This is an optimization exercise on Yosys and OpenROAD, whose aim is small area and a short achievable clock period, not a production implementation. In this exercise RTL edits were held to simulation tests only and were not proved equivalent to the original. No activity file was given, so power comes from the tool's default toggle rates.

== run A ==
// project3Top
module project3Top(CLOCK_50, SW, KEY, LED, HEX0, HEX1, HEX2, HEX3, HEX4, HEX5);
clock: 120.0 ns
lec_check: 0
abc_clock_period_in_ps: 120000
cap_margin: 20
core_margin: 2
core_utilization: 40
setup_slack_margin: 5
slew_margin: 20
standard.sh (not shown) runs the stock make flow with config.mk's settings and CLKGATE_MAP_FILE= SYNTH_SCRIPT=/design/flow/synth_recipe.tcl, a recipe that flattens the netlist after the stock synthesis.
==> flow/flow/run.sh <==
#!/bin/bash
# Own layout flow: the standard ORFS flow, with these changes:
#  - synthesis maps logic with ABC scripts of our own (flow/abc_pass.tcl):
#    delay-oriented for the SW -> LED cone, area-oriented for the rest,
#    and without the half/full-adder cell extraction;
#  - the port buffers are buf_1 cells;
#  - clock tree synthesis adds no dummy loads.
# Registers, floorplan, power grid, CTS and routing are the standard flow's.
set -euo pipefail
W=$(pwd)
F=$W/flow

# ORFS's synth.tcl, with its abc call replaced by flow/abc_pass.tcl
sed 's#^\( *\)log_cmd abc {\*}$abc_args#\1set ::own_flow_dir '"$F"'\n\1source '"$F"'/abc_pass.tcl#' \
  "$FLOW_HOME/scripts/synth.tcl" > "$W/own_synth.tcl"
grep -q "abc_pass.tcl" "$W/own_synth.tcl"
sed 's#source \$::env(SCRIPTS_DIR)/synth.tcl#source '"$W"'/own_synth.tcl#' "$W/synth_recipe.tcl" > "$W/own_synth_recipe.tcl"
grep -q own_synth.tcl "$W/own_synth_recipe.tcl"

bash "$W/standard.sh" ADDER_MAP_FILE= SYNTH_SCRIPT="$W/own_synth_recipe.tcl" \
  "BUFFER_PORTS_ARGS=-buffer_cell sky130_fd_sc_hd__buf_1" \
  "CTS_ARGS=-buf_list sky130_fd_sc_hd__clkbuf_4 -root_buf sky130_fd_sc_hd__clkbuf_4 -sink_clustering_enable -repair_clock_nets -dont_use_dummy_load" finish > "$W/orfs_flow.log" 2>&1
==> flow/flow/abc.script <==
strash
&get -n
&deepsyn -J 200 -T 200
&put
dch -f
amap
topo
==> flow/flow/abc_fast.script <==
strash
dch -f
map {D}
topo
buffer -p
upsize {D}
dnsize {D}
==> flow/flow/abc_pass.tcl <==
# Replaces ORFS's single abc call (sourced from own_synth.tcl).
# The LED outputs' cone (combinational from SW, the paths that set the
# achieved period) gets a delay-oriented mapping; the rest an area one.
set fast_args [lreplace $abc_args 1 1 $::own_flow_dir/abc_fast.script]
set i [lsearch -exact $fast_args -D]
if {$i >= 0} { set fast_args [lreplace $fast_args $i [expr {$i+1}]] }
lappend fast_args -D 100
log_cmd abc {*}$fast_args w:LED %ci*
set abc_args [lreplace $abc_args 1 1 $::own_flow_dir/abc.script]
log_cmd abc {*}$abc_args
Setup changes, run A to run B
--- a/flow/flow/run.sh
+++ b/flow/flow/run.sh
@@ -21,2 +21,2 @@
   "BUFFER_PORTS_ARGS=-buffer_cell sky130_fd_sc_hd__buf_1" \
-  "CTS_ARGS=-buf_list sky130_fd_sc_hd__clkbuf_4 -root_buf sky130_fd_sc_hd__clkbuf_4 -sink_clustering_enable -repair_clock_nets -dont_use_dummy_load" finish > "$W/orfs_flow.log" 2>&1
+  "CTS_ARGS=-buf_list sky130_fd_sc_hd__clkbuf_16 -root_buf sky130_fd_sc_hd__clkbuf_16 -sink_clustering_buffer sky130_fd_sc_hd__clkbuf_16 -sink_clustering_enable -sink_clustering_max_diameter 500 -repair_clock_nets -dont_use_dummy_load" finish > "$W/orfs_flow.log" 2>&1
==> run summary <==
When run B is measured against run A, its worst path setup slack after routing turns out 0.0040 ns higher.
Diff run A..run B | critical path depth | unchanged
Going from run A to run B, worst hold slack down 0.0091 ns, routed wire length lower.
Here is what was changed in the inputs of run C compared with run B.
--- a/flow/flow/run.sh
+++ b/flow/flow/run.sh
@@ -21,2 +21,2 @@
   "BUFFER_PORTS_ARGS=-buffer_cell sky130_fd_sc_hd__buf_1" \
-  "CTS_ARGS=-buf_list sky130_fd_sc_hd__clkbuf_16 -root_buf sky130_fd_sc_hd__clkbuf_16 -sink_clustering_buffer sky130_fd_sc_hd__clkbuf_16 -sink_clustering_enable -sink_clustering_max_diameter 500 -repair_clock_nets -dont_use_dummy_load" finish > "$W/orfs_flow.log" 2>&1
+  "CTS_ARGS=-sink_clustering_enable -repair_clock_nets -dont_use_dummy_load" finish > "$W/orfs_flow.log" 2>&1
## What came out
Summary of run C over run B: via count down 0.82%; logic gate share of total power now sits higher; global-route wire length before repair shows no meaningful change.


Setup of v53:
Starting RTL as in the previous note.
==> flow/config.mk <==
export PLATFORM = sky130hd
export DESIGN_NAME = project3Top
export DESIGN_NICKNAME = project3Top
export VERILOG_FILES = /design/flow/design.v
export SDC_FILE = /design/flow/constraint.sdc
export NUM_CORES = 4
export LEC_CHECK = 0
export ABC_CLOCK_PERIOD_IN_PS = 120000
export CAP_MARGIN = 20
export CORE_MARGIN = 2
export CORE_UTILIZATION = 40
export SETUP_SLACK_MARGIN = 5
export SLEW_MARGIN = 20
==> flow/constraint.sdc <==
create_clock -name core_clock -period 120.0 [get_ports {CLOCK_50}]
set_input_delay 24.0000 -clock core_clock [delete_from_list [all_inputs] [get_ports {CLOCK_50}]]
set_output_delay 24.0000 -clock core_clock [all_outputs]
set_load 0.01 [all_outputs]
==> flow/flow/run.sh <==
#!/bin/bash
# Own layout flow: the standard ORFS flow, with these changes:
#  - synthesis maps logic with ABC scripts of our own (flow/abc_pass.tcl):
#    delay-oriented for the SW -> LED cone, area-oriented for the rest,
#    and without the half/full-adder cell extraction;
#  - the port buffers are buf_1 cells;
#  - clock tree synthesis adds no dummy loads.
# Registers, floorplan, power grid, CTS and routing are the standard flow's.
set -euo pipefail
W=$(pwd)
F=$W/flow

# ORFS's synth.tcl, with its abc call replaced by flow/abc_pass.tcl
sed 's#^\( *\)log_cmd abc {\*}$abc_args#\1set ::own_flow_dir '"$F"'\n\1source '"$F"'/abc_pass.tcl#' \
  "$FLOW_HOME/scripts/synth.tcl" > "$W/own_synth.tcl"
grep -q "abc_pass.tcl" "$W/own_synth.tcl"
sed 's#source \$::env(SCRIPTS_DIR)/synth.tcl#source '"$W"'/own_synth.tcl#' "$W/synth_recipe.tcl" > "$W/own_synth_recipe.tcl"
grep -q own_synth.tcl "$W/own_synth_recipe.tcl"

bash "$W/standard.sh" ADDER_MAP_FILE= SYNTH_SCRIPT="$W/own_synth_recipe.tcl" \
  "BUFFER_PORTS_ARGS=-buffer_cell sky130_fd_sc_hd__buf_1" \
  "CTS_ARGS=-buf_list sky130_fd_sc_hd__clkbuf_4 -root_buf sky130_fd_sc_hd__clkbuf_8 -sink_clustering_enable -repair_clock_nets -dont_use_dummy_load" finish > "$W/orfs_flow.log" 2>&1
Scripts as last shown in full above: flow/flow/abc.script, flow/flow/abc_fast.script, flow/flow/abc_pass.tcl
Relative to v53, the following input files were edited for v3:
diff --git a/flow/flow/run.sh b/flow/flow/run.sh
--- a/flow/flow/run.sh
+++ b/flow/flow/run.sh
@@ -5,4 +5,3 @@
 #    and without the half/full-adder cell extraction;
-#  - the port buffers are buf_1 cells;
-#  - clock tree synthesis adds no dummy loads.
+#  - the port buffers are buf_1 cells.
 # Registers, floorplan, power grid, CTS and routing are the standard flow's.
@@ -20,3 +19,2 @@
 bash "$W/standard.sh" ADDER_MAP_FILE= SYNTH_SCRIPT="$W/own_synth_recipe.tcl" \
-  "BUFFER_PORTS_ARGS=-buffer_cell sky130_fd_sc_hd__buf_1" \
-  "CTS_ARGS=-buf_list sky130_fd_sc_hd__clkbuf_4 -root_buf sky130_fd_sc_hd__clkbuf_8 -sink_clustering_enable -repair_clock_nets -dont_use_dummy_load" finish > "$W/orfs_flow.log" 2>&1
+  "BUFFER_PORTS_ARGS=-buffer_cell sky130_fd_sc_hd__buf_1" finish > "$W/orfs_flow.log" 2>&1
==> comparison <==
Comparing v53 against v3, there is no change at all in sequential cell count. Summary: clock power, v3 worse than v53. Delta (v3 minus v53): power climbed about 2.8%, met2 layer wire length in the routed design dropped about 1.1%, sequential cell area share dropped 0.47 points, final routed wire length divided by cell count barely changed. Going from v53 to v3, first-iteration DRC count went down 13, power drawn by the combinational cells held, clock network fraction of design power went up 2.3 points, sequential fraction of design power went down 0.8 points. The fmax of v53 and that of v3 are within noise of each other.
Setup changes, v3 to v54
# v3
export LEC_CHECK = 0
export ABC_CLOCK_PERIOD_IN_PS = 120000
export CAP_MARGIN = 20
export CORE_MARGIN = 2
export CORE_UTILIZATION = 40
export SETUP_SLACK_MARGIN = 5
export SLEW_MARGIN = 20
create_clock -name core_clock -period 120.0 [get_ports {CLOCK_50}]
# v54
export LEC_CHECK = 0
export ABC_CLOCK_PERIOD_IN_PS = 120000
export CAP_MARGIN = 20
export CORE_MARGIN = 2
export CORE_UTILIZATION = 40
export CTS_BUF_LIST = sky130_fd_sc_hd__clkbuf_8
export SETUP_SLACK_MARGIN = 5
export SLEW_MARGIN = 20
create_clock -name core_clock -period 120.0 [get_ports {CLOCK_50}]
Both conditions hold for v54: the flow ran to the end and the final layout passed the timing, design-rule and antenna checks. Diff v3..v54 | initial antenna violation count | negligible. Design area essentially unchanged between v3 and v54. Fmax essentially unchanged between v3 and v54. On via count, v3 beats v54. Max area fraction of clock buffers and clock inverters across v54 and v3: v54. Re number of fillers in the final layout: no difference whatsoever between v54 and v3. Between v54 and v3, the difference in worst hold slack is negligible.

## afterwards: timing with drivers on the ports
In the flow no input, the clock included, has a driving cell. The finished layouts below were timed again as built, in two steps. Step 1, drivers: a clkbuf_16 drives CLOCK_50 and a buf_2 each remaining input, both assumed. Step 2 moves the port delays by t, midway between the first and last clock arrival at a register: inputs arrive t later, outputs are due t later. That takes back most of the time a late clock gives input paths. Slacks: no drivers / after step 1 / after step 2; pairs: no drivers / after step 1.
| run | t (ns) | setup WS [ns] | worst setup path after step 2 |
|---|---|---|---|
| run A | 0.377 | 70.930 / 70.910 / 70.910 | input to output |
| run B | 0.315 | 70.934 / 70.914 / 70.914 | input to output |
| run C | 0.321 | 70.930 / 70.910 / 70.910 | input to output |
| v53 | 0.321 | 70.930 / 70.910 / 70.910 | input to output |
| v3 | 0.326 | 70.929 / 70.910 / 70.910 | input to output |
| v54 | 0.323 | 70.930 / 70.910 / 70.910 | input to output |
After both steps setup and hold are still met in every run listed.
